This design comes from an exercise in tuning for small area and a short achievable clock period on the open sky130 flow, not from production work.
No functional check of the RTL was part of any run shown here.
Power is estimated from default activity; no workload was simulated.

--- config.mk ---
export PLATFORM = sky130hd
export DESIGN_NAME = Nbit_ALU_Register
export DESIGN_NICKNAME = Nbit_ALU_Register
export VERILOG_FILES = /design/flow/design.v
export SDC_FILE = /design/flow/constraint.sdc
export NUM_CORES = 4
export LEC_CHECK = 0
export CAP_MARGIN = 20
export CORE_MARGIN = 2
export CORE_UTILIZATION = 60
export CTS_BUF_LIST = sky130_fd_sc_hd__clkbuf_4
export GPL_TIMING_DRIVEN = 0
export SLEW_MARGIN = 20
export SYNTH_HIERARCHICAL = 1
export SYNTH_MINIMUM_KEEP_SIZE = 0
--- constraint.sdc ---
create_clock -name core_clock -period 15.5 [get_ports {clk}]
set_input_delay 3.1000 -clock core_clock [delete_from_list [all_inputs] [get_ports {clk}]]
set_output_delay 3.1000 -clock core_clock [all_outputs]
set_load 0.01 [all_outputs]
--- design.v ---
`timescale 1ns / 1ps
module g_inv    (input a, output y);                  assign y = ~a;                             endmodule
module g_buf    (input a, output y);                  assign y = a;                              endmodule
module g_nand2  (input a, b, output y);               assign y = ~(a & b);                       endmodule
module g_nor2   (input a, b, output y);               assign y = ~(a | b);                       endmodule
module g_and2   (input a, b, output y);               assign y = a & b;                          endmodule
module g_or2    (input a, b, output y);               assign y = a | b;                          endmodule
module g_nand2b (input an, b, output y);              assign y = ~(~an & b);                     endmodule
module g_a21oi  (input a1, a2, b1, output y);         assign y = ~((a1 & a2) | b1);              endmodule
module g_o21ai  (input a1, a2, b1, output y);         assign y = ~((a1 | a2) & b1);              endmodule
module g_a21o   (input a1, a2, b1, output y);         assign y = (a1 & a2) | b1;                 endmodule
module g_o21a   (input a1, a2, b1, output y);         assign y = (a1 | a2) & b1;                 endmodule
module g_o22ai  (input a1, a2, b1, b2, output y);     assign y = ~((a1 | a2) & (b1 | b2));       endmodule
module g_xor2   (input a, b, output y);               assign y = a ^ b;                          endmodule
module g_xnor2  (input a, b, output y);               assign y = ~(a ^ b);                       endmodule
module g_mux2i  (input a0, a1, s, output y);          assign y = ~(s ? a1 : a0);                 endmodule
module g_nand3  (input a, b, c, output y);            assign y = ~(a & b & c);                   endmodule
module g_a31oi  (input a1, a2, a3, b1, output y);     assign y = ~((a1 & a2 & a3) | b1);         endmodule
module g_a32oi  (input a1, a2, a3, b1, b2, output y); assign y = ~((a1 & a2 & a3) | (b1 & b2));   endmodule
`timescale 1ns / 1ps
module Nbit_ALU(r1, r2, r3, ALUop);
parameter n = 32;
input  [n-1:0] r2, r3;
input  [2:0]   ALUop;
output [n-1:0] r1;
wire o02n;
g_nor2 u_o02n (.a(ALUop[0]), .b(ALUop[2]), .y(o02n));
wire t0n_d;
g_mux2i u_t0n_d (.a0(ALUop[0]), .a1(ALUop[1]), .s(ALUop[2]), .y(t0n_d));
wire t0n_0;
g_buf u_t0n_0 (.a(t0n_d), .y(t0n_0));
wire t0n_1;
g_buf u_t0n_1 (.a(t0n_d), .y(t0n_1));
wire t1n_d;
g_xor2 u_t1n_d (.a(ALUop[1]), .b(o02n), .y(t1n_d));
wire t1n_0;
g_buf u_t1n_0 (.a(t1n_d), .y(t1n_0));
wire t1n_1;
g_buf u_t1n_1 (.a(t1n_d), .y(t1n_1));
wire esn_d;
g_o21a u_esn_d (.a1(ALUop[1]), .a2(ALUop[0]), .b1(ALUop[2]), .y(esn_d));
wire esn_0;
g_buf u_esn_0 (.a(esn_d), .y(esn_0));
wire esn_1;
g_buf u_esn_1 (.a(esn_d), .y(esn_1));
wire ecn_d;
g_nand2b u_ecn_d (.an(ALUop[1]), .b(ALUop[2]), .y(ecn_d));
wire ecn_0;
g_buf u_ecn_0 (.a(ecn_d), .y(ecn_0));
wire ecn_1;
g_buf u_ecn_1 (.a(ecn_d), .y(ecn_1));
wire enn_d;
g_nand2b u_enn_d (.an(ALUop[2]), .b(ALUop[1]), .y(enn_d));
wire enn_0;
g_buf u_enn_0 (.a(enn_d), .y(enn_0));
wire enn_1;
g_buf u_enn_1 (.a(enn_d), .y(enn_1));
wire en_d;
g_inv u_en_d (.a(enn_0), .y(en_d));
wire en_0;
g_buf u_en_0 (.a(en_d), .y(en_0));
wire en_1;
g_buf u_en_1 (.a(en_d), .y(en_1));
wire op01n;
g_nand2 u_op01n (.a(ALUop[0]), .b(ALUop[1]), .y(op01n));
wire sub;
g_nor2 u_sub (.a(ALUop[2]), .b(op01n), .y(sub));
wire op12n;
g_nand2 u_op12n (.a(ALUop[1]), .b(ALUop[2]), .y(op12n));
wire slt;
g_nor2 u_slt (.a(ALUop[0]), .b(op12n), .y(slt));
wire bb0;
g_mux2i u_bb0 (.a0(t0n_0), .a1(t1n_0), .s(r3[0]), .y(bb0));
wire gn0;
g_nand2 u_gn0 (.a(r2[0]), .b(bb0), .y(gn0));
wire tn0;
g_nor2 u_tn0 (.a(r2[0]), .b(bb0), .y(tn0));
wire pn0;
g_nand2b u_pn0 (.an(tn0), .b(gn0), .y(pn0));
wire y0;
g_o22ai u_y0 (.a1(gn0), .a2(ecn_0), .b1(pn0), .b2(esn_0), .y(y0));
wire bb1;
g_mux2i u_bb1 (.a0(t0n_0), .a1(t1n_0), .s(r3[1]), .y(bb1));
wire gn1;
g_nand2 u_gn1 (.a(r2[1]), .b(bb1), .y(gn1));
wire tn1;
g_nor2 u_tn1 (.a(r2[1]), .b(bb1), .y(tn1));
wire pn1;
g_nand2b u_pn1 (.an(tn1), .b(gn1), .y(pn1));
wire y1;
g_o22ai u_y1 (.a1(gn1), .a2(ecn_0), .b1(pn1), .b2(esn_0), .y(y1));
wire bb2;
g_mux2i u_bb2 (.a0(t0n_0), .a1(t1n_0), .s(r3[2]), .y(bb2));
wire gn2;
g_nand2 u_gn2 (.a(r2[2]), .b(bb2), .y(gn2));
wire tn2;
g_nor2 u_tn2 (.a(r2[2]), .b(bb2), .y(tn2));
wire pn2;
g_nand2b u_pn2 (.an(tn2), .b(gn2), .y(pn2));
wire y2;
g_o22ai u_y2 (.a1(gn2), .a2(ecn_0), .b1(pn2), .b2(esn_0), .y(y2));
wire bb3;
g_mux2i u_bb3 (.a0(t0n_0), .a1(t1n_0), .s(r3[3]), .y(bb3));
wire gn3;
g_nand2 u_gn3 (.a(r2[3]), .b(bb3), .y(gn3));
wire tn3;
g_nor2 u_tn3 (.a(r2[3]), .b(bb3), .y(tn3));
wire pn3;
g_nand2b u_pn3 (.an(tn3), .b(gn3), .y(pn3));
wire y3;
g_o22ai u_y3 (.a1(gn3), .a2(ecn_0), .b1(pn3), .b2(esn_0), .y(y3));
wire bb4;
g_mux2i u_bb4 (.a0(t0n_0), .a1(t1n_0), .s(r3[4]), .y(bb4));
wire gn4;
g_nand2 u_gn4 (.a(r2[4]), .b(bb4), .y(gn4));
wire tn4;
g_nor2 u_tn4 (.a(r2[4]), .b(bb4), .y(tn4));
wire pn4;
g_nand2b u_pn4 (.an(tn4), .b(gn4), .y(pn4));
wire y4;
g_o22ai u_y4 (.a1(gn4), .a2(ecn_0), .b1(pn4), .b2(esn_0), .y(y4));
wire bb5;
g_mux2i u_bb5 (.a0(t0n_0), .a1(t1n_0), .s(r3[5]), .y(bb5));
wire gn5;
g_nand2 u_gn5 (.a(r2[5]), .b(bb5), .y(gn5));
wire tn5;
g_nor2 u_tn5 (.a(r2[5]), .b(bb5), .y(tn5));
wire pn5;
g_nand2b u_pn5 (.an(tn5), .b(gn5), .y(pn5));
wire y5;
g_o22ai u_y5 (.a1(gn5), .a2(ecn_0), .b1(pn5), .b2(esn_0), .y(y5));
wire bb6;
g_mux2i u_bb6 (.a0(t0n_0), .a1(t1n_0), .s(r3[6]), .y(bb6));
wire gn6;
g_nand2 u_gn6 (.a(r2[6]), .b(bb6), .y(gn6));
wire tn6;
g_nor2 u_tn6 (.a(r2[6]), .b(bb6), .y(tn6));
wire pn6;
g_nand2b u_pn6 (.an(tn6), .b(gn6), .y(pn6));
wire y6;
g_o22ai u_y6 (.a1(gn6), .a2(ecn_0), .b1(pn6), .b2(esn_0), .y(y6));
wire bb7;
g_mux2i u_bb7 (.a0(t0n_0), .a1(t1n_0), .s(r3[7]), .y(bb7));
wire gn7;
g_nand2 u_gn7 (.a(r2[7]), .b(bb7), .y(gn7));
wire tn7;
g_nor2 u_tn7 (.a(r2[7]), .b(bb7), .y(tn7));
wire pn7;
g_nand2b u_pn7 (.an(tn7), .b(gn7), .y(pn7));
wire y7;
g_o22ai u_y7 (.a1(gn7), .a2(ecn_0), .b1(pn7), .b2(esn_0), .y(y7));
wire bb8;
g_mux2i u_bb8 (.a0(t0n_0), .a1(t1n_0), .s(r3[8]), .y(bb8));
wire gn8;
g_nand2 u_gn8 (.a(r2[8]), .b(bb8), .y(gn8));
wire tn8;
g_nor2 u_tn8 (.a(r2[8]), .b(bb8), .y(tn8));
wire pn8;
g_nand2b u_pn8 (.an(tn8), .b(gn8), .y(pn8));
wire y8;
g_o22ai u_y8 (.a1(gn8), .a2(ecn_0), .b1(pn8), .b2(esn_0), .y(y8));
wire bb9;
g_mux2i u_bb9 (.a0(t0n_0), .a1(t1n_0), .s(r3[9]), .y(bb9));
wire gn9;
g_nand2 u_gn9 (.a(r2[9]), .b(bb9), .y(gn9));
wire tn9;
g_nor2 u_tn9 (.a(r2[9]), .b(bb9), .y(tn9));
wire pn9;
g_nand2b u_pn9 (.an(tn9), .b(gn9), .y(pn9));
wire y9;
g_o22ai u_y9 (.a1(gn9), .a2(ecn_0), .b1(pn9), .b2(esn_0), .y(y9));
wire bb10;
g_mux2i u_bb10 (.a0(t0n_0), .a1(t1n_0), .s(r3[10]), .y(bb10));
wire gn10;
g_nand2 u_gn10 (.a(r2[10]), .b(bb10), .y(gn10));
wire tn10;
g_nor2 u_tn10 (.a(r2[10]), .b(bb10), .y(tn10));
wire pn10;
g_nand2b u_pn10 (.an(tn10), .b(gn10), .y(pn10));
wire y10;
g_o22ai u_y10 (.a1(gn10), .a2(ecn_0), .b1(pn10), .b2(esn_0), .y(y10));
wire bb11;
g_mux2i u_bb11 (.a0(t0n_0), .a1(t1n_0), .s(r3[11]), .y(bb11));
wire gn11;
g_nand2 u_gn11 (.a(r2[11]), .b(bb11), .y(gn11));
wire tn11;
g_nor2 u_tn11 (.a(r2[11]), .b(bb11), .y(tn11));
wire pn11;
g_nand2b u_pn11 (.an(tn11), .b(gn11), .y(pn11));
wire y11;
g_o22ai u_y11 (.a1(gn11), .a2(ecn_0), .b1(pn11), .b2(esn_0), .y(y11));
wire bb12;
g_mux2i u_bb12 (.a0(t0n_0), .a1(t1n_0), .s(r3[12]), .y(bb12));
wire gn12;
g_nand2 u_gn12 (.a(r2[12]), .b(bb12), .y(gn12));
wire tn12;
g_nor2 u_tn12 (.a(r2[12]), .b(bb12), .y(tn12));
wire pn12;
g_nand2b u_pn12 (.an(tn12), .b(gn12), .y(pn12));
wire y12;
g_o22ai u_y12 (.a1(gn12), .a2(ecn_0), .b1(pn12), .b2(esn_0), .y(y12));
wire bb13;
g_mux2i u_bb13 (.a0(t0n_0), .a1(t1n_0), .s(r3[13]), .y(bb13));
wire gn13;
g_nand2 u_gn13 (.a(r2[13]), .b(bb13), .y(gn13));
wire tn13;
g_nor2 u_tn13 (.a(r2[13]), .b(bb13), .y(tn13));
wire pn13;
g_nand2b u_pn13 (.an(tn13), .b(gn13), .y(pn13));
wire y13;
g_o22ai u_y13 (.a1(gn13), .a2(ecn_0), .b1(pn13), .b2(esn_0), .y(y13));
wire bb14;
g_mux2i u_bb14 (.a0(t0n_0), .a1(t1n_0), .s(r3[14]), .y(bb14));
wire gn14;
g_nand2 u_gn14 (.a(r2[14]), .b(bb14), .y(gn14));
wire tn14;
g_nor2 u_tn14 (.a(r2[14]), .b(bb14), .y(tn14));
wire pn14;
g_nand2b u_pn14 (.an(tn14), .b(gn14), .y(pn14));
wire y14;
g_o22ai u_y14 (.a1(gn14), .a2(ecn_0), .b1(pn14), .b2(esn_0), .y(y14));
wire bb15;
g_mux2i u_bb15 (.a0(t0n_0), .a1(t1n_0), .s(r3[15]), .y(bb15));
wire gn15;
g_nand2 u_gn15 (.a(r2[15]), .b(bb15), .y(gn15));
wire tn15;
g_nor2 u_tn15 (.a(r2[15]), .b(bb15), .y(tn15));
wire pn15;
g_nand2b u_pn15 (.an(tn15), .b(gn15), .y(pn15));
wire y15;
g_o22ai u_y15 (.a1(gn15), .a2(ecn_0), .b1(pn15), .b2(esn_0), .y(y15));
wire bb16;
g_mux2i u_bb16 (.a0(t0n_1), .a1(t1n_1), .s(r3[16]), .y(bb16));
wire gn16;
g_nand2 u_gn16 (.a(r2[16]), .b(bb16), .y(gn16));
wire tn16;
g_nor2 u_tn16 (.a(r2[16]), .b(bb16), .y(tn16));
wire pn16;
g_nand2b u_pn16 (.an(tn16), .b(gn16), .y(pn16));
wire y16;
g_o22ai u_y16 (.a1(gn16), .a2(ecn_1), .b1(pn16), .b2(esn_1), .y(y16));
wire bb17;
g_mux2i u_bb17 (.a0(t0n_1), .a1(t1n_1), .s(r3[17]), .y(bb17));
wire gn17;
g_nand2 u_gn17 (.a(r2[17]), .b(bb17), .y(gn17));
wire tn17;
g_nor2 u_tn17 (.a(r2[17]), .b(bb17), .y(tn17));
wire pn17;
g_nand2b u_pn17 (.an(tn17), .b(gn17), .y(pn17));
wire y17;
g_o22ai u_y17 (.a1(gn17), .a2(ecn_1), .b1(pn17), .b2(esn_1), .y(y17));
wire bb18;
g_mux2i u_bb18 (.a0(t0n_1), .a1(t1n_1), .s(r3[18]), .y(bb18));
wire gn18;
g_nand2 u_gn18 (.a(r2[18]), .b(bb18), .y(gn18));
wire tn18;
g_nor2 u_tn18 (.a(r2[18]), .b(bb18), .y(tn18));
wire pn18;
g_nand2b u_pn18 (.an(tn18), .b(gn18), .y(pn18));
wire y18;
g_o22ai u_y18 (.a1(gn18), .a2(ecn_1), .b1(pn18), .b2(esn_1), .y(y18));
wire bb19;
g_mux2i u_bb19 (.a0(t0n_1), .a1(t1n_1), .s(r3[19]), .y(bb19));
wire gn19;
g_nand2 u_gn19 (.a(r2[19]), .b(bb19), .y(gn19));
wire tn19;
g_nor2 u_tn19 (.a(r2[19]), .b(bb19), .y(tn19));
wire pn19;
g_nand2b u_pn19 (.an(tn19), .b(gn19), .y(pn19));
wire y19;
g_o22ai u_y19 (.a1(gn19), .a2(ecn_1), .b1(pn19), .b2(esn_1), .y(y19));
wire bb20;
g_mux2i u_bb20 (.a0(t0n_1), .a1(t1n_1), .s(r3[20]), .y(bb20));
wire gn20;
g_nand2 u_gn20 (.a(r2[20]), .b(bb20), .y(gn20));
wire tn20;
g_nor2 u_tn20 (.a(r2[20]), .b(bb20), .y(tn20));
wire pn20;
g_nand2b u_pn20 (.an(tn20), .b(gn20), .y(pn20));
wire y20;
g_o22ai u_y20 (.a1(gn20), .a2(ecn_1), .b1(pn20), .b2(esn_1), .y(y20));
wire bb21;
g_mux2i u_bb21 (.a0(t0n_1), .a1(t1n_1), .s(r3[21]), .y(bb21));
wire gn21;
g_nand2 u_gn21 (.a(r2[21]), .b(bb21), .y(gn21));
wire tn21;
g_nor2 u_tn21 (.a(r2[21]), .b(bb21), .y(tn21));
wire pn21;
g_nand2b u_pn21 (.an(tn21), .b(gn21), .y(pn21));
wire y21;
g_o22ai u_y21 (.a1(gn21), .a2(ecn_1), .b1(pn21), .b2(esn_1), .y(y21));
wire bb22;
g_mux2i u_bb22 (.a0(t0n_1), .a1(t1n_1), .s(r3[22]), .y(bb22));
wire gn22;
g_nand2 u_gn22 (.a(r2[22]), .b(bb22), .y(gn22));
wire tn22;
g_nor2 u_tn22 (.a(r2[22]), .b(bb22), .y(tn22));
wire pn22;
g_nand2b u_pn22 (.an(tn22), .b(gn22), .y(pn22));
wire y22;
g_o22ai u_y22 (.a1(gn22), .a2(ecn_1), .b1(pn22), .b2(esn_1), .y(y22));
wire bb23;
g_mux2i u_bb23 (.a0(t0n_1), .a1(t1n_1), .s(r3[23]), .y(bb23));
wire gn23;
g_nand2 u_gn23 (.a(r2[23]), .b(bb23), .y(gn23));
wire tn23;
g_nor2 u_tn23 (.a(r2[23]), .b(bb23), .y(tn23));
wire pn23;
g_nand2b u_pn23 (.an(tn23), .b(gn23), .y(pn23));
wire y23;
g_o22ai u_y23 (.a1(gn23), .a2(ecn_1), .b1(pn23), .b2(esn_1), .y(y23));
wire bb24;
g_mux2i u_bb24 (.a0(t0n_1), .a1(t1n_1), .s(r3[24]), .y(bb24));
wire gn24;
g_nand2 u_gn24 (.a(r2[24]), .b(bb24), .y(gn24));
wire tn24;
g_nor2 u_tn24 (.a(r2[24]), .b(bb24), .y(tn24));
wire pn24;
g_nand2b u_pn24 (.an(tn24), .b(gn24), .y(pn24));
wire y24;
g_o22ai u_y24 (.a1(gn24), .a2(ecn_1), .b1(pn24), .b2(esn_1), .y(y24));
wire bb25;
g_mux2i u_bb25 (.a0(t0n_1), .a1(t1n_1), .s(r3[25]), .y(bb25));
wire gn25;
g_nand2 u_gn25 (.a(r2[25]), .b(bb25), .y(gn25));
wire tn25;
g_nor2 u_tn25 (.a(r2[25]), .b(bb25), .y(tn25));
wire pn25;
g_nand2b u_pn25 (.an(tn25), .b(gn25), .y(pn25));
wire y25;
g_o22ai u_y25 (.a1(gn25), .a2(ecn_1), .b1(pn25), .b2(esn_1), .y(y25));
wire bb26;
g_mux2i u_bb26 (.a0(t0n_1), .a1(t1n_1), .s(r3[26]), .y(bb26));
wire gn26;
g_nand2 u_gn26 (.a(r2[26]), .b(bb26), .y(gn26));
wire tn26;
g_nor2 u_tn26 (.a(r2[26]), .b(bb26), .y(tn26));
wire pn26;
g_nand2b u_pn26 (.an(tn26), .b(gn26), .y(pn26));
wire y26;
g_o22ai u_y26 (.a1(gn26), .a2(ecn_1), .b1(pn26), .b2(esn_1), .y(y26));
wire bb27;
g_mux2i u_bb27 (.a0(t0n_1), .a1(t1n_1), .s(r3[27]), .y(bb27));
wire gn27;
g_nand2 u_gn27 (.a(r2[27]), .b(bb27), .y(gn27));
wire tn27;
g_nor2 u_tn27 (.a(r2[27]), .b(bb27), .y(tn27));
wire pn27;
g_nand2b u_pn27 (.an(tn27), .b(gn27), .y(pn27));
wire y27;
g_o22ai u_y27 (.a1(gn27), .a2(ecn_1), .b1(pn27), .b2(esn_1), .y(y27));
wire bb28;
g_mux2i u_bb28 (.a0(t0n_1), .a1(t1n_1), .s(r3[28]), .y(bb28));
wire gn28;
g_nand2 u_gn28 (.a(r2[28]), .b(bb28), .y(gn28));
wire tn28;
g_nor2 u_tn28 (.a(r2[28]), .b(bb28), .y(tn28));
wire pn28;
g_nand2b u_pn28 (.an(tn28), .b(gn28), .y(pn28));
wire y28;
g_o22ai u_y28 (.a1(gn28), .a2(ecn_1), .b1(pn28), .b2(esn_1), .y(y28));
wire bb29;
g_mux2i u_bb29 (.a0(t0n_1), .a1(t1n_1), .s(r3[29]), .y(bb29));
wire gn29;
g_nand2 u_gn29 (.a(r2[29]), .b(bb29), .y(gn29));
wire tn29;
g_nor2 u_tn29 (.a(r2[29]), .b(bb29), .y(tn29));
wire pn29;
g_nand2b u_pn29 (.an(tn29), .b(gn29), .y(pn29));
wire y29;
g_o22ai u_y29 (.a1(gn29), .a2(ecn_1), .b1(pn29), .b2(esn_1), .y(y29));
wire bb30;
g_mux2i u_bb30 (.a0(t0n_1), .a1(t1n_1), .s(r3[30]), .y(bb30));
wire gn30;
g_nand2 u_gn30 (.a(r2[30]), .b(bb30), .y(gn30));
wire tn30;
g_nor2 u_tn30 (.a(r2[30]), .b(bb30), .y(tn30));
wire pn30;
g_nand2b u_pn30 (.an(tn30), .b(gn30), .y(pn30));
wire y30;
g_o22ai u_y30 (.a1(gn30), .a2(ecn_1), .b1(pn30), .b2(esn_1), .y(y30));
wire bb31;
g_mux2i u_bb31 (.a0(t0n_1), .a1(t1n_1), .s(r3[31]), .y(bb31));
wire gn31;
g_nand2 u_gn31 (.a(r2[31]), .b(bb31), .y(gn31));
wire tn31;
g_nor2 u_tn31 (.a(r2[31]), .b(bb31), .y(tn31));
wire pn31;
g_nand2b u_pn31 (.an(tn31), .b(gn31), .y(pn31));
wire y31;
g_o22ai u_y31 (.a1(gn31), .a2(ecn_1), .b1(pn31), .b2(esn_1), .y(y31));
wire t0p;
g_inv u_t0p (.a(t0n_d), .y(t0p));
wire G0n;
g_mux2i u_G0n (.a0(t0p), .a1(r2[0]), .s(r3[0]), .y(G0n));
wire G1_1;
g_o21ai u_G1_1 (.a1(tn1), .a2(G0n), .b1(gn1), .y(G1_1));
wire G1_3;
g_o21ai u_G1_3 (.a1(tn3), .a2(gn2), .b1(gn3), .y(G1_3));
wire T1_3;
g_nor2 u_T1_3 (.a(tn3), .b(tn2), .y(T1_3));
wire G1_5;
g_o21ai u_G1_5 (.a1(tn5), .a2(gn4), .b1(gn5), .y(G1_5));
wire T1_5;
g_nor2 u_T1_5 (.a(tn5), .b(tn4), .y(T1_5));
wire G1_7;
g_o21ai u_G1_7 (.a1(tn7), .a2(gn6), .b1(gn7), .y(G1_7));
wire T1_7;
g_nor2 u_T1_7 (.a(tn7), .b(tn6), .y(T1_7));
wire G1_9;
g_o21ai u_G1_9 (.a1(tn9), .a2(gn8), .b1(gn9), .y(G1_9));
wire T1_9;
g_nor2 u_T1_9 (.a(tn9), .b(tn8), .y(T1_9));
wire G1_11;
g_o21ai u_G1_11 (.a1(tn11), .a2(gn10), .b1(gn11), .y(G1_11));
wire T1_11;
g_nor2 u_T1_11 (.a(tn11), .b(tn10), .y(T1_11));
wire G1_13;
g_o21ai u_G1_13 (.a1(tn13), .a2(gn12), .b1(gn13), .y(G1_13));
wire T1_13;
g_nor2 u_T1_13 (.a(tn13), .b(tn12), .y(T1_13));
wire G1_15;
g_o21ai u_G1_15 (.a1(tn15), .a2(gn14), .b1(gn15), .y(G1_15));
wire T1_15;
g_nor2 u_T1_15 (.a(tn15), .b(tn14), .y(T1_15));
wire G1_17;
g_o21ai u_G1_17 (.a1(tn17), .a2(gn16), .b1(gn17), .y(G1_17));
wire T1_17;
g_nor2 u_T1_17 (.a(tn17), .b(tn16), .y(T1_17));
wire G1_19;
g_o21ai u_G1_19 (.a1(tn19), .a2(gn18), .b1(gn19), .y(G1_19));
wire T1_19;
g_nor2 u_T1_19 (.a(tn19), .b(tn18), .y(T1_19));
wire G1_21;
g_o21ai u_G1_21 (.a1(tn21), .a2(gn20), .b1(gn21), .y(G1_21));
wire T1_21;
g_nor2 u_T1_21 (.a(tn21), .b(tn20), .y(T1_21));
wire G1_23;
g_o21ai u_G1_23 (.a1(tn23), .a2(gn22), .b1(gn23), .y(G1_23));
wire T1_23;
g_nor2 u_T1_23 (.a(tn23), .b(tn22), .y(T1_23));
wire G1_25;
g_o21ai u_G1_25 (.a1(tn25), .a2(gn24), .b1(gn25), .y(G1_25));
wire T1_25;
g_nor2 u_T1_25 (.a(tn25), .b(tn24), .y(T1_25));
wire G1_27;
g_o21ai u_G1_27 (.a1(tn27), .a2(gn26), .b1(gn27), .y(G1_27));
wire T1_27;
g_nor2 u_T1_27 (.a(tn27), .b(tn26), .y(T1_27));
wire G1_29;
g_o21ai u_G1_29 (.a1(tn29), .a2(gn28), .b1(gn29), .y(G1_29));
wire T1_29;
g_nor2 u_T1_29 (.a(tn29), .b(tn28), .y(T1_29));
wire G2_3;
g_a21oi u_G2_3 (.a1(T1_3), .a2(G1_1), .b1(G1_3), .y(G2_3));
wire G2_7;
g_a21oi u_G2_7 (.a1(T1_7), .a2(G1_5), .b1(G1_7), .y(G2_7));
wire T2_7;
g_nand2 u_T2_7 (.a(T1_7), .b(T1_5), .y(T2_7));
wire G2_11;
g_a21oi u_G2_11 (.a1(T1_11), .a2(G1_9), .b1(G1_11), .y(G2_11));
wire T2_11;
g_nand2 u_T2_11 (.a(T1_11), .b(T1_9), .y(T2_11));
wire G2_15;
g_a21oi u_G2_15 (.a1(T1_15), .a2(G1_13), .b1(G1_15), .y(G2_15));
wire T2_15;
g_nand2 u_T2_15 (.a(T1_15), .b(T1_13), .y(T2_15));
wire G2_19;
g_a21oi u_G2_19 (.a1(T1_19), .a2(G1_17), .b1(G1_19), .y(G2_19));
wire T2_19;
g_nand2 u_T2_19 (.a(T1_19), .b(T1_17), .y(T2_19));
wire G2_23;
g_a21oi u_G2_23 (.a1(T1_23), .a2(G1_21), .b1(G1_23), .y(G2_23));
wire T2_23;
g_nand2 u_T2_23 (.a(T1_23), .b(T1_21), .y(T2_23));
wire G2_27;
g_a21oi u_G2_27 (.a1(T1_27), .a2(G1_25), .b1(G1_27), .y(G2_27));
wire T2_27;
g_nand2 u_T2_27 (.a(T1_27), .b(T1_25), .y(T2_27));
wire G3_7;
g_o21ai u_G3_7 (.a1(T2_7), .a2(G2_3), .b1(G2_7), .y(G3_7));
wire G3_15;
g_o21ai u_G3_15 (.a1(T2_15), .a2(G2_11), .b1(G2_15), .y(G3_15));
wire T3_15;
g_nor2 u_T3_15 (.a(T2_15), .b(T2_11), .y(T3_15));
wire G3_23;
g_o21ai u_G3_23 (.a1(T2_23), .a2(G2_19), .b1(G2_23), .y(G3_23));
wire T3_23;
g_nor2 u_T3_23 (.a(T2_23), .b(T2_19), .y(T3_23));
wire G4_15;
g_a21oi u_G4_15 (.a1(T3_15), .a2(G3_7), .b1(G3_15), .y(G4_15));
wire n_G3_23;
g_inv u_n_G3_23 (.a(G3_23), .y(n_G3_23));
wire n_T3_23;
g_inv u_n_T3_23 (.a(T3_23), .y(n_T3_23));
wire G5_23;
g_o21ai u_G5_23 (.a1(n_T3_23), .a2(G4_15), .b1(n_G3_23), .y(G5_23));
wire n_G2_11;
g_inv u_n_G2_11 (.a(G2_11), .y(n_G2_11));
wire n_T2_11;
g_inv u_n_T2_11 (.a(T2_11), .y(n_T2_11));
wire G6_11;
g_a21oi u_G6_11 (.a1(n_T2_11), .a2(G3_7), .b1(n_G2_11), .y(G6_11));
wire G6_19;
g_o21ai u_G6_19 (.a1(T2_19), .a2(G4_15), .b1(G2_19), .y(G6_19));
wire n_G2_27;
g_inv u_n_G2_27 (.a(G2_27), .y(n_G2_27));
wire n_T2_27;
g_inv u_n_T2_27 (.a(T2_27), .y(n_T2_27));
wire G6_27;
g_a21oi u_G6_27 (.a1(n_T2_27), .a2(G5_23), .b1(n_G2_27), .y(G6_27));
wire n_G1_5;
g_inv u_n_G1_5 (.a(G1_5), .y(n_G1_5));
wire n_T1_5;
g_inv u_n_T1_5 (.a(T1_5), .y(n_T1_5));
wire G7_5;
g_o21ai u_G7_5 (.a1(n_T1_5), .a2(G2_3), .b1(n_G1_5), .y(G7_5));
wire G7_9;
g_a21oi u_G7_9 (.a1(T1_9), .a2(G3_7), .b1(G1_9), .y(G7_9));
wire n_G1_13;
g_inv u_n_G1_13 (.a(G1_13), .y(n_G1_13));
wire n_T1_13;
g_inv u_n_T1_13 (.a(T1_13), .y(n_T1_13));
wire G7_13;
g_o21ai u_G7_13 (.a1(n_T1_13), .a2(G6_11), .b1(n_G1_13), .y(G7_13));
wire n_G1_17;
g_inv u_n_G1_17 (.a(G1_17), .y(n_G1_17));
wire n_T1_17;
g_inv u_n_T1_17 (.a(T1_17), .y(n_T1_17));
wire G7_17;
g_o21ai u_G7_17 (.a1(n_T1_17), .a2(G4_15), .b1(n_G1_17), .y(G7_17));
wire G7_21;
g_a21oi u_G7_21 (.a1(T1_21), .a2(G6_19), .b1(G1_21), .y(G7_21));
wire G7_25;
g_a21oi u_G7_25 (.a1(T1_25), .a2(G5_23), .b1(G1_25), .y(G7_25));
wire n_G1_29;
g_inv u_n_G1_29 (.a(G1_29), .y(n_G1_29));
wire n_T1_29;
g_inv u_n_T1_29 (.a(T1_29), .y(n_T1_29));
wire G7_29;
g_o21ai u_G7_29 (.a1(n_T1_29), .a2(G6_27), .b1(n_G1_29), .y(G7_29));
wire n_gn2;
g_inv u_n_gn2 (.a(gn2), .y(n_gn2));
wire n_tn2;
g_inv u_n_tn2 (.a(tn2), .y(n_tn2));
wire kn3;
g_a32oi u_kn3 (.a1(n_tn2), .a2(G1_1), .a3(en_0), .b1(n_gn2), .b2(en_0), .y(kn3));
wire G8_4;
g_o21ai u_G8_4 (.a1(tn4), .a2(G2_3), .b1(gn4), .y(G8_4));
wire n_gn6;
g_inv u_n_gn6 (.a(gn6), .y(n_gn6));
wire n_tn6;
g_inv u_n_tn6 (.a(tn6), .y(n_tn6));
wire kn7;
g_a32oi u_kn7 (.a1(n_tn6), .a2(G7_5), .a3(en_0), .b1(n_gn6), .b2(en_0), .y(kn7));
wire n_gn8;
g_inv u_n_gn8 (.a(gn8), .y(n_gn8));
wire n_tn8;
g_inv u_n_tn8 (.a(tn8), .y(n_tn8));
wire kn9;
g_a32oi u_kn9 (.a1(n_tn8), .a2(G3_7), .a3(en_0), .b1(n_gn8), .b2(en_0), .y(kn9));
wire G8_10;
g_o21ai u_G8_10 (.a1(tn10), .a2(G7_9), .b1(gn10), .y(G8_10));
wire G8_12;
g_o21ai u_G8_12 (.a1(tn12), .a2(G6_11), .b1(gn12), .y(G8_12));
wire n_gn14;
g_inv u_n_gn14 (.a(gn14), .y(n_gn14));
wire n_tn14;
g_inv u_n_tn14 (.a(tn14), .y(n_tn14));
wire kn15;
g_a32oi u_kn15 (.a1(n_tn14), .a2(G7_13), .a3(en_0), .b1(n_gn14), .b2(en_0), .y(kn15));
wire G8_16;
g_o21ai u_G8_16 (.a1(tn16), .a2(G4_15), .b1(gn16), .y(G8_16));
wire n_gn18;
g_inv u_n_gn18 (.a(gn18), .y(n_gn18));
wire n_tn18;
g_inv u_n_tn18 (.a(tn18), .y(n_tn18));
wire kn19;
g_a32oi u_kn19 (.a1(n_tn18), .a2(G7_17), .a3(en_1), .b1(n_gn18), .b2(en_1), .y(kn19));
wire n_gn20;
g_inv u_n_gn20 (.a(gn20), .y(n_gn20));
wire n_tn20;
g_inv u_n_tn20 (.a(tn20), .y(n_tn20));
wire kn21;
g_a32oi u_kn21 (.a1(n_tn20), .a2(G6_19), .a3(en_1), .b1(n_gn20), .b2(en_1), .y(kn21));
wire G8_22;
g_o21ai u_G8_22 (.a1(tn22), .a2(G7_21), .b1(gn22), .y(G8_22));
wire n_gn24;
g_inv u_n_gn24 (.a(gn24), .y(n_gn24));
wire n_tn24;
g_inv u_n_tn24 (.a(tn24), .y(n_tn24));
wire kn25;
g_a32oi u_kn25 (.a1(n_tn24), .a2(G5_23), .a3(en_1), .b1(n_gn24), .b2(en_1), .y(kn25));
wire G8_26;
g_o21ai u_G8_26 (.a1(tn26), .a2(G7_25), .b1(gn26), .y(G8_26));
wire G8_28;
g_o21ai u_G8_28 (.a1(tn28), .a2(G6_27), .b1(gn28), .y(G8_28));
wire n_gn30;
g_inv u_n_gn30 (.a(gn30), .y(n_gn30));
wire n_tn30;
g_inv u_n_tn30 (.a(tn30), .y(n_tn30));
wire G8_30;
g_a21oi u_G8_30 (.a1(n_tn30), .a2(G7_29), .b1(n_gn30), .y(G8_30));
wire k1;
g_nor2 u_k1 (.a(G0n), .b(enn_0), .y(k1));
g_xor2 u_r1 (.a(y1), .b(k1), .y(r1[1]));
wire kn2;
g_nand2 u_kn2 (.a(G1_1), .b(en_0), .y(kn2));
g_xnor2 u_r2 (.a(y2), .b(kn2), .y(r1[2]));
g_xnor2 u_r3 (.a(y3), .b(kn3), .y(r1[3]));
wire k4;
g_nor2 u_k4 (.a(G2_3), .b(enn_0), .y(k4));
g_xor2 u_r4 (.a(y4), .b(k4), .y(r1[4]));
wire kn5;
g_nand2 u_kn5 (.a(G8_4), .b(en_0), .y(kn5));
g_xnor2 u_r5 (.a(y5), .b(kn5), .y(r1[5]));
wire kn6;
g_nand2 u_kn6 (.a(G7_5), .b(en_0), .y(kn6));
g_xnor2 u_r6 (.a(y6), .b(kn6), .y(r1[6]));
g_xnor2 u_r7 (.a(y7), .b(kn7), .y(r1[7]));
wire kn8;
g_nand2 u_kn8 (.a(G3_7), .b(en_0), .y(kn8));
g_xnor2 u_r8 (.a(y8), .b(kn8), .y(r1[8]));
g_xnor2 u_r9 (.a(y9), .b(kn9), .y(r1[9]));
wire k10;
g_nor2 u_k10 (.a(G7_9), .b(enn_0), .y(k10));
g_xor2 u_r10 (.a(y10), .b(k10), .y(r1[10]));
wire kn11;
g_nand2 u_kn11 (.a(G8_10), .b(en_0), .y(kn11));
g_xnor2 u_r11 (.a(y11), .b(kn11), .y(r1[11]));
wire k12;
g_nor2 u_k12 (.a(G6_11), .b(enn_0), .y(k12));
g_xor2 u_r12 (.a(y12), .b(k12), .y(r1[12]));
wire kn13;
g_nand2 u_kn13 (.a(G8_12), .b(en_0), .y(kn13));
g_xnor2 u_r13 (.a(y13), .b(kn13), .y(r1[13]));
wire kn14;
g_nand2 u_kn14 (.a(G7_13), .b(en_0), .y(kn14));
g_xnor2 u_r14 (.a(y14), .b(kn14), .y(r1[14]));
g_xnor2 u_r15 (.a(y15), .b(kn15), .y(r1[15]));
wire k16;
g_nor2 u_k16 (.a(G4_15), .b(enn_1), .y(k16));
g_xor2 u_r16 (.a(y16), .b(k16), .y(r1[16]));
wire kn17;
g_nand2 u_kn17 (.a(G8_16), .b(en_1), .y(kn17));
g_xnor2 u_r17 (.a(y17), .b(kn17), .y(r1[17]));
wire kn18;
g_nand2 u_kn18 (.a(G7_17), .b(en_1), .y(kn18));
g_xnor2 u_r18 (.a(y18), .b(kn18), .y(r1[18]));
g_xnor2 u_r19 (.a(y19), .b(kn19), .y(r1[19]));
wire kn20;
g_nand2 u_kn20 (.a(G6_19), .b(en_1), .y(kn20));
g_xnor2 u_r20 (.a(y20), .b(kn20), .y(r1[20]));
g_xnor2 u_r21 (.a(y21), .b(kn21), .y(r1[21]));
wire k22;
g_nor2 u_k22 (.a(G7_21), .b(enn_1), .y(k22));
g_xor2 u_r22 (.a(y22), .b(k22), .y(r1[22]));
wire kn23;
g_nand2 u_kn23 (.a(G8_22), .b(en_1), .y(kn23));
g_xnor2 u_r23 (.a(y23), .b(kn23), .y(r1[23]));
wire kn24;
g_nand2 u_kn24 (.a(G5_23), .b(en_1), .y(kn24));
g_xnor2 u_r24 (.a(y24), .b(kn24), .y(r1[24]));
g_xnor2 u_r25 (.a(y25), .b(kn25), .y(r1[25]));
wire k26;
g_nor2 u_k26 (.a(G7_25), .b(enn_1), .y(k26));
g_xor2 u_r26 (.a(y26), .b(k26), .y(r1[26]));
wire kn27;
g_nand2 u_kn27 (.a(G8_26), .b(en_1), .y(kn27));
g_xnor2 u_r27 (.a(y27), .b(kn27), .y(r1[27]));
wire k28;
g_nor2 u_k28 (.a(G6_27), .b(enn_1), .y(k28));
g_xor2 u_r28 (.a(y28), .b(k28), .y(r1[28]));
wire kn29;
g_nand2 u_kn29 (.a(G8_28), .b(en_1), .y(kn29));
g_xnor2 u_r29 (.a(y29), .b(kn29), .y(r1[29]));
wire kn30;
g_nand2 u_kn30 (.a(G7_29), .b(en_1), .y(kn30));
g_xnor2 u_r30 (.a(y30), .b(kn30), .y(r1[30]));
wire k31;
g_nor2 u_k31 (.a(G8_30), .b(enn_1), .y(k31));
g_xor2 u_r31 (.a(y31), .b(k31), .y(r1[31]));
wire x31n;
g_xnor2 u_x31n (.a(pn31), .b(G8_30), .y(x31n));
wire z0n;
g_xnor2 u_z0n (.a(y0), .b(sub), .y(z0n));
g_mux2i u_r0 (.a0(z0n), .a1(x31n), .s(slt), .y(r1[0]));
endmodule
`timescale 1ns / 1ps
module dff(q, d, clk);
input		d, clk;       
output reg	q;            
always @(posedge clk)
q<=d;
endmodule
`timescale 1ns / 1ps
module Nbit_Register(outo, ino, clk);
parameter n = 32;
input [n-1:0] ino;
output [n-1:0] outo;
input clk;
genvar i;
generate
for (i = 0; i < n; i = i + 1) begin: registerblk
dff Dflipflop(.q(outo[i]) , .d(ino[i]), .clk(clk) );
end
endgenerate
endmodule
`timescale 1ns / 1ps
module Nbit_ALU_Register (r2, r3, ALUop, r0, clk);
parameter n = 32;
input[n-1:0] r2, r3;
input[2:0] ALUop;
input clk;
output [n-1:0] r0;
wire[n-1:0] r1;
Nbit_ALU #(n) alu1 (.r1(r1), .r2(r2), .r3(r3), .ALUop(ALUop) );
Nbit_Register #(n) reg1 (.outo(r0), .ino(r1), .clk(clk) );
endmodule
--- flow/run.sh ---
#!/bin/bash
# Standard ORFS layout with two changes: the ports are buffered with buf_1 (instead of the
# delay buffer buffer_ports picks by default), and timing repair aims for a setup slack of
# 10.1 ns, so that it sizes the critical paths for a shorter period than the clock's.
set -euo pipefail
export BUFFER_PORTS_ARGS="-buffer_cell sky130_fd_sc_hd__buf_1"
export SETUP_SLACK_MARGIN=10.1
bash standard.sh > standard.log 2>&1
--- standard.sh ---
#!/bin/bash
# synth_recipe.tcl (not shown) runs the flow's synth.tcl, then flattens the netlist and writes it again
# the make line also repeats each setting of config.mk as NAME=value (left out here)
make -C /OpenROAD-flow-scripts/flow DESIGN_CONFIG=/design/flow/config.mk WORK_HOME=/design/flow/orfs CLKGATE_MAP_FILE= SYNTH_SCRIPT=/design/flow/synth_recipe.tcl "${@:-finish}"
==> impl_results.md, run 1 <==
* Worst slew pin tran at 0.2469 ns
* Worst VDD drop at approximately 50 uV
* Final wirelength at just under 7000 um
* Synth Instances at 379
* Final setup viols at 0
* Grt ovf at 0
* Most flops, register: reg1.registerblk.Dflipflop.q
* Most numerous cell in the Yosys netlist: nor2_1
* Max Cap Violations at 0
* Kind of start point of the critical path: input pin
* CTS Sinks at 32
* Placement Rows at 24
* Setup crit end kind: flop
* CP arrival at between 5 and 6 ns
* Hpwl dp at about 4800 um
* CP Class: input pin to flop
* Max reg flops at 32
* Final core utilization at 0.7798
* CTS clk-pin slew, worst paths at ~0.1 ns
* Crit path from: ALUop[0]
* Pins Over Slew Limit at 0
* Critical path peak fanout at 8
* Final Hold Fails at 0
* Avg Inst Size Synth at 7.098 um^2
* TritonCTS buffer count at 5
* M1 WL at 3019 um
* Placed cell areas at 3131 um^2
* Max Fclk at between 0.15 and 0.2 GHz
* Hold_ws at 3.152 ns
* Die ar. at about 5000 um^2
* Io pins at 100
* Register area share after synthesis at 0.2381
* Setup crit end: reg1.registerblk[31].Dflipflop.q
* Synth async-reset ratio at 0
* Uppermost layer routed: met4
* WL per Instance at ~13 um
* Power Total at about 0.30 mW
* Main synth FF type: dfxtp_1
* HP Class: input pin to flop
* CP max stage cell: xor2_2
* Share of the synthesized area in the top cell type at 0.2381
* Met3 routed WL at 492 um
* First-pass GRT wire length at approximately 11000 um
* Initial core utilization at 0.6221
* Top post-synthesis cells by area: dfxtp_1 24%, mux2i_1 13%, nor2_1 8.4%
* Initial antenna violation count at 0
* Share of cells above drive strength 1 at 0.1324
* Yosys top cell by area: dfxtp_1
* Vias in the first global route at between 2000 and 3000
* Iter 0 DRT Violations at 181
* H-tree levels at 2
* Post-Synthesis Net Count at about 450
* Routed length on met2 at 3335 um
* I/O Buffers at 99
* Slew HR at 0.8307
* Die outline height at between 70 and 80 um
* Fin area at 3372 um^2
* P per Cell Area at between 80 and 90 nW/um^2
* Critical Path RT at between 15 and 20 ns
* NumNets Final at 561
* Final GP Congestion at 0.7985
* LEAKAGE at 1.489 nW
* CTS root buf: clkbuf_4
* Clock Path Buffers at 2
* Total negative slack at 0 ns
* Antenna viol nets, final at 0
* Period Utilization, post-route at 0.3388
* Synth cell count leaders: 60 x nor2_1, 55 x nand2_1, 35 x mux2i_1
* CP Cell Sequence: buf_2 -> nor2_4 -> xor2_2 -> buf_4 -> mux2i_1 -> nor2_1 -> nor2_1 -> a21oi_2 -> o21ai_2 -> a21oi_4 -> o21ai_4 -> a21oi_4 -> o21ai_2 -> a21oi_2 -> nor2_1 -> xor2_1
* Via count at 2881
* Setup WS pre-CTS at roughly 9.3 ns
* Number of warning messages in the yosys log at 7
* Most used cell, CP: nor2_1
* Slowest stage delay, CP at 0.23 ns
* DRT Pass-1 Iters at 4
* Tot GR Track Use at 0.2669
* Unrepaired setup endpoints after global routing: no
* Die Wd at 70.96 um
* Layout area overhead at 25.35%
* CTS tree: done
* Hold Startpoint: ALUop[0]
* N_diodes at 0
* Final WS setup at 10.25 ns
* Core Box Area at 4324 um^2
* Placed Cells at 530
* Number of synthesized flops with an enable pin at 0
* Outcome: finished clean
* Yosys cell types at 14
* Largest regs: reg1.registerblk.Dflipflop.q (32)
* Yosys reg bits at 32
* Synth Cell Area at 2690 um^2
* Routed vias/inst at 5.306
* Residual DRC at 0
* Final Critical Period at around 5.3 ns
* Largest net degree at the start of global routing at 17
* Fillers at 362
* Final Non-Filler Cells at 543
modules after synthesis (local to each module, per instance), excerpt:
module,times used,flip-flops and latches,cells inside
g_inv,32,0,1
g_xnor2,24,0,1
dff,32,1,1
g_mux2i,35,0,1
g_o22ai,32,0,1
g_nand2,55,0,1
g_nor2,60,0,1
g_buf,12,0,1
power breakdown:
group	internal, mW	switching (mW)	total, mW
Clock	0.0151	0.0291	0.0442
Sequential	0.101	0.00458	0.105
Combinational	0.0617	0.0869	0.149
Total	0.177	0.121	0.298
metal layers:
layer  GRT usage  vias to the layer above
met5           0                        -
met4     0.07547                        0
met3     0.04558                        9
met2      0.4631                       98
met1      0.3409                     1282
li1            -                     1492
layout make-up:
class	instances	area (um^2)	share of cell area
Clock buffer	5	37.54	0.01113
Buffer	12	108.9	0.03228
Inverter	32	120.1	0.03562
Multi-Input combinational cell	303	1962	0.5818
Tap cell	52	65.06	0.01930
Sequential cell	32	640.6	0.1900
Timing Repair Buffer	107	437.9	0.1299
placed cells by master (no fill, tap or decap), types with 4 or more instances in the layout:
master     n
a21oi_2   12
buf_1     96
buf_4     17
o21ai_2    6
a32oi_1    7
dfxtp_1   32
nor2_1    52
nand2b_1  34
o21ai_1   23
clkbuf_4   6
nor2_2     7
mux2i_2    4
o22ai_1   32
xnor2_1   24
inv_1     32
xor2_1     9
nand2_1   54
mux2i_1   30
worst max-delay path: cells and delay by family:
kind | cells | cell delay [ns]
AO/OA/AOI/OAI | 7 | 1.00
AND/OR/NAND/NOR | 4 | 0.51
XOR/XNOR | 2 | 0.39
multiplexers | 1 | 0.11
buffers and inverters | 2 | 0.38
how the worst min path moves through the flow:
stage / cells past startpoint / slack, ns / to
finish: 3 / 3.15 / reg1.registerblk[0].Dflipflop.q
global route: 3 / 3.21 / reg1.registerblk[0].Dflipflop.q
CTS: 4 / 3.16 / reg1.registerblk[0].Dflipflop.q
detailed placement: 1 / 3.48 / r0[5]
global placement: 1 / 3.49 / r0[2]
floorplan: 2 / 3.28 / reg1.registerblk[0].Dflipflop.q
timing repair:
action                                  in CTS  in global routing
pin swaps                                    3                 16
endpoints found under the hold margin        0                  0
endpoints found under the setup margin       9                 10
gates resized for setup                      9                 31
hold buffers                                 0                  0
buffers inserted                             2                  5
cloned                                       0                  1
kinds of logic (layout without fill, tap and decap cells):
kind of cell / after synthesis / in the layout / synth area share
compound gates: 85 / 85 / 0.2033
xor+xnor: 34 / 34 / 0.1107
buf+inv: 44 / 156 / 0.07814
flops: 32 / 32 / 0.2381
mux: 35 / 35 / 0.1302
simple gates: 149 / 149 / 0.2395
==> run 2, diff against run 1 <==
--- a/design.v
+++ b/design.v
@@ -24,6 +24,8 @@
 input  [2:0]   ALUop;
 output [n-1:0] r1;
-wire o02n;
-g_nor2 u_o02n (.a(ALUop[0]), .b(ALUop[2]), .y(o02n));
+wire x01;
+g_xor2 u_x01 (.a(ALUop[0]), .b(ALUop[1]), .y(x01));
+wire op1n;
+g_inv u_op1n (.a(ALUop[1]), .y(op1n));
 wire t0n_d;
 g_mux2i u_t0n_d (.a0(ALUop[0]), .a1(ALUop[1]), .s(ALUop[2]), .y(t0n_d));
@@ -33,5 +35,5 @@
 g_buf u_t0n_1 (.a(t0n_d), .y(t0n_1));
 wire t1n_d;
-g_xor2 u_t1n_d (.a(ALUop[1]), .b(o02n), .y(t1n_d));
+g_mux2i u_t1n_d (.a0(x01), .a1(op1n), .s(ALUop[2]), .y(t1n_d));
 wire t1n_0;
 g_buf u_t1n_0 (.a(t1n_d), .y(t1n_0));
@@ -390,8 +392,6 @@
 wire y31;
 g_o22ai u_y31 (.a1(gn31), .a2(ecn_1), .b1(pn31), .b2(esn_1), .y(y31));
-wire t0p;
-g_inv u_t0p (.a(t0n_d), .y(t0p));
 wire G0n;
-g_mux2i u_G0n (.a0(t0p), .a1(r2[0]), .s(r3[0]), .y(G0n));
+g_o21a u_G0n (.a1(tn0), .a2(t0n_0), .b1(gn0), .y(G0n));
 wire G1_1;
 g_o21ai u_G1_1 (.a1(tn1), .a2(G0n), .b1(gn1), .y(G1_1));
@@ -544,6 +544,6 @@
 wire n_tn2;
 g_inv u_n_tn2 (.a(tn2), .y(n_tn2));
-wire kn3;
-g_a32oi u_kn3 (.a1(n_tn2), .a2(G1_1), .a3(en_0), .b1(n_gn2), .b2(en_0), .y(kn3));
+wire G8_2;
+g_a21oi u_G8_2 (.a1(n_tn2), .a2(G1_1), .b1(n_gn2), .y(G8_2));
 wire G8_4;
 g_o21ai u_G8_4 (.a1(tn4), .a2(G2_3), .b1(gn4), .y(G8_4));
@@ -552,12 +552,12 @@
 wire n_tn6;
 g_inv u_n_tn6 (.a(tn6), .y(n_tn6));
-wire kn7;
-g_a32oi u_kn7 (.a1(n_tn6), .a2(G7_5), .a3(en_0), .b1(n_gn6), .b2(en_0), .y(kn7));
+wire G8_6;
+g_a21oi u_G8_6 (.a1(n_tn6), .a2(G7_5), .b1(n_gn6), .y(G8_6));
 wire n_gn8;
 g_inv u_n_gn8 (.a(gn8), .y(n_gn8));
 wire n_tn8;
 g_inv u_n_tn8 (.a(tn8), .y(n_tn8));
-wire kn9;
-g_a32oi u_kn9 (.a1(n_tn8), .a2(G3_7), .a3(en_0), .b1(n_gn8), .b2(en_0), .y(kn9));
+wire G8_8;
+g_a21oi u_G8_8 (.a1(n_tn8), .a2(G3_7), .b1(n_gn8), .y(G8_8));
 wire G8_10;
 g_o21ai u_G8_10 (.a1(tn10), .a2(G7_9), .b1(gn10), .y(G8_10));
@@ -568,6 +568,6 @@
 wire n_tn14;
 g_inv u_n_tn14 (.a(tn14), .y(n_tn14));
-wire kn15;
-g_a32oi u_kn15 (.a1(n_tn14), .a2(G7_13), .a3(en_0), .b1(n_gn14), .b2(en_0), .y(kn15));
+wire G8_14;
+g_a21oi u_G8_14 (.a1(n_tn14), .a2(G7_13), .b1(n_gn14), .y(G8_14));
 wire G8_16;
 g_o21ai u_G8_16 (.a1(tn16), .a2(G4_15), .b1(gn16), .y(G8_16));
@@ -576,12 +576,12 @@
 wire n_tn18;
 g_inv u_n_tn18 (.a(tn18), .y(n_tn18));
-wire kn19;
-g_a32oi u_kn19 (.a1(n_tn18), .a2(G7_17), .a3(en_1), .b1(n_gn18), .b2(en_1), .y(kn19));
+wire G8_18;
+g_a21oi u_G8_18 (.a1(n_tn18), .a2(G7_17), .b1(n_gn18), .y(G8_18));
 wire n_gn20;
 g_inv u_n_gn20 (.a(gn20), .y(n_gn20));
 wire n_tn20;
 g_inv u_n_tn20 (.a(tn20), .y(n_tn20));
-wire kn21;
-g_a32oi u_kn21 (.a1(n_tn20), .a2(G6_19), .a3(en_1), .b1(n_gn20), .b2(en_1), .y(kn21));
+wire G8_20;
+g_a21oi u_G8_20 (.a1(n_tn20), .a2(G6_19), .b1(n_gn20), .y(G8_20));
 wire G8_22;
 g_o21ai u_G8_22 (.a1(tn22), .a2(G7_21), .b1(gn22), .y(G8_22));
@@ -590,6 +590,6 @@
 wire n_tn24;
 g_inv u_n_tn24 (.a(tn24), .y(n_tn24));
-wire kn25;
-g_a32oi u_kn25 (.a1(n_tn24), .a2(G5_23), .a3(en_1), .b1(n_gn24), .b2(en_1), .y(kn25));
+wire G8_24;
+g_a21oi u_G8_24 (.a1(n_tn24), .a2(G5_23), .b1(n_gn24), .y(G8_24));
 wire G8_26;
 g_o21ai u_G8_26 (.a1(tn26), .a2(G7_25), .b1(gn26), .y(G8_26));
@@ -608,5 +608,7 @@
 g_nand2 u_kn2 (.a(G1_1), .b(en_0), .y(kn2));
 g_xnor2 u_r2 (.a(y2), .b(kn2), .y(r1[2]));
-g_xnor2 u_r3 (.a(y3), .b(kn3), .y(r1[3]));
+wire k3;
+g_nor2 u_k3 (.a(G8_2), .b(enn_0), .y(k3));
+g_xor2 u_r3 (.a(y3), .b(k3), .y(r1[3]));
 wire k4;
 g_nor2 u_k4 (.a(G2_3), .b(enn_0), .y(k4));
@@ -618,9 +620,13 @@
 g_nand2 u_kn6 (.a(G7_5), .b(en_0), .y(kn6));
 g_xnor2 u_r6 (.a(y6), .b(kn6), .y(r1[6]));
-g_xnor2 u_r7 (.a(y7), .b(kn7), .y(r1[7]));
+wire k7;
+g_nor2 u_k7 (.a(G8_6), .b(enn_0), .y(k7));
+g_xor2 u_r7 (.a(y7), .b(k7), .y(r1[7]));
 wire kn8;
 g_nand2 u_kn8 (.a(G3_7), .b(en_0), .y(kn8));
 g_xnor2 u_r8 (.a(y8), .b(kn8), .y(r1[8]));
-g_xnor2 u_r9 (.a(y9), .b(kn9), .y(r1[9]));
+wire k9;
+g_nor2 u_k9 (.a(G8_8), .b(enn_0), .y(k9));
+g_xor2 u_r9 (.a(y9), .b(k9), .y(r1[9]));
 wire k10;
 g_nor2 u_k10 (.a(G7_9), .b(enn_0), .y(k10));
@@ -638,5 +644,7 @@
 g_nand2 u_kn14 (.a(G7_13), .b(en_0), .y(kn14));
 g_xnor2 u_r14 (.a(y14), .b(kn14), .y(r1[14]));
-g_xnor2 u_r15 (.a(y15), .b(kn15), .y(r1[15]));
+wire k15;
+g_nor2 u_k15 (.a(G8_14), .b(enn_0), .y(k15));
+g_xor2 u_r15 (.a(y15), .b(k15), .y(r1[15]));
 wire k16;
 g_nor2 u_k16 (.a(G4_15), .b(enn_1), .y(k16));
@@ -648,9 +656,13 @@
 g_nand2 u_kn18 (.a(G7_17), .b(en_1), .y(kn18));
 g_xnor2 u_r18 (.a(y18), .b(kn18), .y(r1[18]));
-g_xnor2 u_r19 (.a(y19), .b(kn19), .y(r1[19]));
+wire k19;
+g_nor2 u_k19 (.a(G8_18), .b(enn_1), .y(k19));
+g_xor2 u_r19 (.a(y19), .b(k19), .y(r1[19]));
 wire kn20;
 g_nand2 u_kn20 (.a(G6_19), .b(en_1), .y(kn20));
 g_xnor2 u_r20 (.a(y20), .b(kn20), .y(r1[20]));
-g_xnor2 u_r21 (.a(y21), .b(kn21), .y(r1[21]));
+wire k21;
+g_nor2 u_k21 (.a(G8_20), .b(enn_1), .y(k21));
+g_xor2 u_r21 (.a(y21), .b(k21), .y(r1[21]));
 wire k22;
 g_nor2 u_k22 (.a(G7_21), .b(enn_1), .y(k22));
@@ -662,5 +674,7 @@
 g_nand2 u_kn24 (.a(G5_23), .b(en_1), .y(kn24));
 g_xnor2 u_r24 (.a(y24), .b(kn24), .y(r1[24]));
-g_xnor2 u_r25 (.a(y25), .b(kn25), .y(r1[25]));
+wire k25;
+g_nor2 u_k25 (.a(G8_24), .b(enn_1), .y(k25));
+g_xor2 u_r25 (.a(y25), .b(k25), .y(r1[25]));
 wire k26;
 g_nor2 u_k26 (.a(G7_25), .b(enn_1), .y(k26));
==> flow/run.sh (replaced) <==
#!/bin/bash
# Standard ORFS layout; the only change is the cell used to buffer the ports
# (a plain buf_1 instead of the delay buffer buffer_ports picks by default).
set -euo pipefail
export BUFFER_PORTS_ARGS="-buffer_cell sky130_fd_sc_hd__buf_1"
bash standard.sh > standard.log 2>&1
--- a/config.mk
+++ b/config.mk
@@ -8,7 +8,5 @@
 export CAP_MARGIN = 20
 export CORE_MARGIN = 2
-export CORE_UTILIZATION = 60
-export CTS_BUF_LIST = sky130_fd_sc_hd__clkbuf_4
-export GPL_TIMING_DRIVEN = 0
+export CORE_UTILIZATION = 40
 export SLEW_MARGIN = 20
 export SYNTH_HIERARCHICAL = 1
==> impl_results.md, run 2 <==
* Outcome: finished clean (unchanged)
* Largest regs: reg1.registerblk.Dflipflop.q (32) (unchanged)
* Yosys cell types at 13 (was 14)
* Synth Instances at 386 (was 379)
* Pins Over Slew Limit at 0 (unchanged)
* Synth Area in XOR/XNOR at 0.1095 (was 0.1107)
* Initial core utilization at 0.4071 (was 0.6221)
* CTS tree: done (unchanged)
* Most flops, register: reg1.registerblk.Dflipflop.q (unchanged)
* First-pass GRT wire length at 11090 um (was 10980 um)
* CP Class: input pin to flop (unchanged)
* Final wirelength at 7081 um (was 6939 um)
* Layout area overhead at 19.04% (was 25.35%)
* CTS root buf: clkbuf_8 (was clkbuf_4)
* HP Class: input pin to flop (unchanged)
* Yosys reg bits at 32 (unchanged)
* Slew HR at 0.3591 (was 0.8307)
* NumNets Final at 550 (was 561)
* Placement Rows at 30 (was 24)
* Largest net degree at the start of global routing at 34 (was 17)
* Largest family of logic cells by synthesized area: simple AND/OR/NAND/NOR gates (unchanged)
* Synth cell count leaders: 66 x nor2_1, 55 x nand2_1, 35 x mux2i_1 (was 60 x nor2_1, 55 x nand2_1, 35 x mux2i_1)
* DRT Pass-1 Iters at 4 (unchanged)
* Hold_ws at 3.236 ns (was 3.152 ns)
* Via count at 2785 (was 2881)
* Critical Path RT at 15.67 ns (was 15.73 ns)
* Grt ovf at 0 (unchanged)
* LEAKAGE at 1.453 nW (was 1.489 nW)
* Setup WS pre-CTS at 8.606 ns (was 9.307 ns)
* Hpwl dp at 5083 um (was 4792 um)
* Synth Cell Area at 2720 um^2 (was 2690 um^2)
* Vias in the first global route at 2497 (was 2630)
* Final GP Congestion at 0.8349 (was 0.7985)
* Critical path peak fanout at 33 (was 8)
* Max Fclk at 0.1507 GHz (was 0.1904 GHz)
* Iter 0 DRT Violations at 124 (was 181)
* Final Critical Period at 6.637 ns (was 5.251 ns)
* WL per Instance at 12.60 um (was 12.78 um)
* Final Hold Fails at 0 (unchanged)
* Number of warning messages in the yosys log at 7 (unchanged)
* Synth Area in Adders at 0 (unchanged)
* Max Cap Violations at 0 (unchanged)
* CP arrival at 6.81 ns (was 5.48 ns)
* Final core utilization at 0.4846 (was 0.7798)
* Max reg flops at 32 (unchanged)
* Most frequent cells in the layout: 99 x buf_1, 66 x nor2_1, 55 x nand2_1 (was 96 x buf_1, 54 x nand2_1, 52 x nor2_1)
* H-tree levels at 2 (unchanged)
* Yosys top cell by area: dfxtp_1 (unchanged)
* Post-Synthesis Net Count at 454 (was 447)
* Register area share after synthesis at 0.2355 (was 0.2381)
* Final WS setup at 8.863 ns (was 10.25 ns)
* Worst VDD drop at 38.01 uV (was 49.62 uV)
* Main synth FF type: dfxtp_1 (unchanged)
* Top post-synthesis cells by area: dfxtp_1 24%, mux2i_1 13%, nor2_1 9.1% (was dfxtp_1 24%, mux2i_1 13%, nor2_1 8.4%)
* Total negative slack at 0 ns (unchanged)
* Synth async-reset ratio at 0 (unchanged)
* I/O Buffers at 99 (unchanged)
* Routed vias/inst at 4.956 (was 5.306)
* CTS clk-pin slew, worst paths at 0.07 ns (was 0.10 ns)
* Share of cells above drive strength 1 at 0.06639 (was 0.1324)
* Period Utilization, post-route at 0.4282 (was 0.3388)
* Antenna viol nets, final at 0 (unchanged)
* Hold Buf Count CTS at 0 (unchanged)
* Core Box Area at 6681 um^2 (was 4324 um^2)
* Final setup viols at 0 (unchanged)
* Setup crit end kind: flop (unchanged)
* Fin area at 3238 um^2 (was 3372 um^2)
* Tot GR Track Use at 0.1844 (was 0.2669)
* Hold Startpoint: r2[17] (was ALUop[0])
* Initial antenna violation count at 0 (unchanged)
* Commonest non-fill, non-tap cell in the layout: buf_1 (unchanged)
* N_diodes at 0 (unchanged)
* CTS Sinks at 32 (unchanged)
* Post-CTS Repair Setup Buffers at 0 (was 2)
* Share of the synthesized area in the top cell type at 0.2355 (was 0.2381)
* Post-CTS sizing at 0 (was 9)
* Unrepaired setup endpoints after global routing: no (unchanged)
* Synth Area in Compound Gates at 0.2038 (was 0.2033)
* Die Wd at 86.47 um (was 70.96 um)
* Residual DRC at 0 (unchanged)
* Io pins at 100 (unchanged)
* Post-synthesis simple-gate area fraction at 0.2452 (was 0.2395)
* Kind of start point of the critical path: input pin (unchanged)
* Avg Inst Size Synth at 7.047 um^2 (was 7.098 um^2)
* Number of synthesized flops with an enable pin at 0 (unchanged)
* Die outline height at 86.47 um (was 70.96 um)
* Mux cell area share after synthesis at 0.1288 (was 0.1302)
* TritonCTS buffer count at 5 (unchanged)
* Clock Path Buffers at 2 (unchanged)
* Crit path from: ALUop[2] (was ALUop[0])
* Die ar. at 7476 um^2 (was 5035 um^2)
* Most numerous cell in the Yosys netlist: nor2_1 (unchanged)
* Worst slew pin tran at 0.9412 ns (was 0.2469 ns)
* Placed cell areas at 3142 um^2 (was 3131 um^2)
* P per Cell Area at 96.06 nW/um^2 (was 88.34 nW/um^2)
[run 2: cells by family (layout without fill, tap and decap cells)]
kind of cell / after synthesis / count (layout)
and+or+nand+nor: 155 / 155
xor gates and xnor gates: 34 / 34
muxes: 35 / 35
AOI/OAI and AO/OA: 86 / 86
DFF: 32 / 32
buffers and inverters: 44 / 140
[run 2: power breakdown]
group | internal, mW | total, mW | switching, mW
registers | 0.100 | 0.105 | 0.00493
clock network | 0.0396 | 0.0725 | 0.0329
logic | 0.0517 | 0.133 | 0.0816
total | 0.192 | 0.311 | 0.119
[run 2: Yosys stat by module (local to each module, per instance), a selection]
| module | cell area (um^2) | flops+latches | copies in the design | cells inside |
|---|---|---|---|---|
| g_nor2 | 3.754 | 0 | 66 | 1 |
| g_xnor2 | 8.758 | 0 | 17 | 1 |
| g_a21oi | 8.758 | 0 | 21 | 1 |
| g_nand2 | 3.754 | 0 | 55 | 1 |
| dff | 20.02 | 1 | 32 | 1 |
| g_o21ai | 5.005 | 0 | 31 | 1 |
| g_mux2i | 10.01 | 0 | 35 | 1 |
| g_nand2b | 6.256 | 0 | 34 | 1 |
| g_buf | 7.507 | 0 | 12 | 1 |
| g_o21a | 7.507 | 0 | 2 | 1 |
| g_o22ai | 6.256 | 0 | 32 | 1 |
| g_inv | 3.754 | 0 | 32 | 1 |
[run 2: layout make-up]
class	instances	area, um^2
clock buffer	7	96.34
timing repair buffer	101	386.6
multi-input combinational	310	1894
tap	80	100.1
inverter	32	120.1
sequential	32	640.6
fill	706	3443
[run 2: routing by layer]
layer | GRT usage | part of all wire | vias to the layer above
li1 | - | - | 1476
met1 | 0.2368 | 0.46 | 1234
met2 | 0.3091 | 0.48 | 67
met3 | 0.03714 | 0.047 | 8
met4 | 0.05966 | 0.012 | 0
met5 | 0 | 0 | -
[run 2: worst paths after layout]
check	depth (start not counted)	to	slack, ns
max	15	reg1.registerblk[31].Dflipflop.q	8.86
min	4	reg1.registerblk[17].Dflipflop.q	3.24
[run 2: through the flow]
step | total power [mW] | std cells
5_1_grt | 0.3331 | 562
6_report | 0.3111 | 562
2_1_floorplan | 0.2042 | 386
3_3_place_gp | 0.2383 | 555
4_1_cts | 0.3137 | 562
3_5_place_dp | 0.2397 | 555
[run 2: worst max-delay path, stage by stage]
cell and delay, ns:
buf_1 0.35, mux2i_4 0.88, mux2i_1 0.25, nor2_1 0.22
o21a_1 0.15, o21ai_1 0.13, a21oi_2 0.24, o21ai_1 0.23
a21oi_2 0.29, o21ai_1 0.20, a21oi_2 0.21, o21ai_1 0.12
a21oi_2 0.17, nor2_1 0.07, xor2_1 0.19

-- what the ideal ports hide --
How much do the figures lean on ideal ports? The routed layouts below were timed once more, with nothing changed but the port constraints. Step 1 (the two cells are an assumption about what drives the block):
set clk [get_ports {clk}]
set_driving_cell -lib_cell sky130_fd_sc_hd__clkbuf_16 $clk
set_driving_cell -lib_cell sky130_fd_sc_hd__buf_2 [delete_from_list [all_inputs] $clk]
Step 2, shift: input delay + t, output delay - t, t = (earliest + latest rising clock arrival at the registers) / 2. This alone moves slack from input paths to output paths. Three values: no drivers, after step 1, after step 2; two values: the first two.
| run | shift t [ns] | setup WS [ns] | hold WS [ns] | worst setup path at the end |
|---|---|---|---|---|
| run 1 | 0.367 | 10.249 / 10.249 / 9.882 | 3.152 / 3.153 / 3.516 | input to register |
| run 2 | 0.310 | 8.863 / 8.862 / 8.552 | 3.236 / 3.233 / 3.510 | input to register |
After both steps every run listed still meets setup and hold. The setup slack of run 1, which loses most, moves by 0.000 ns with the drivers and by -0.367 ns with both steps.
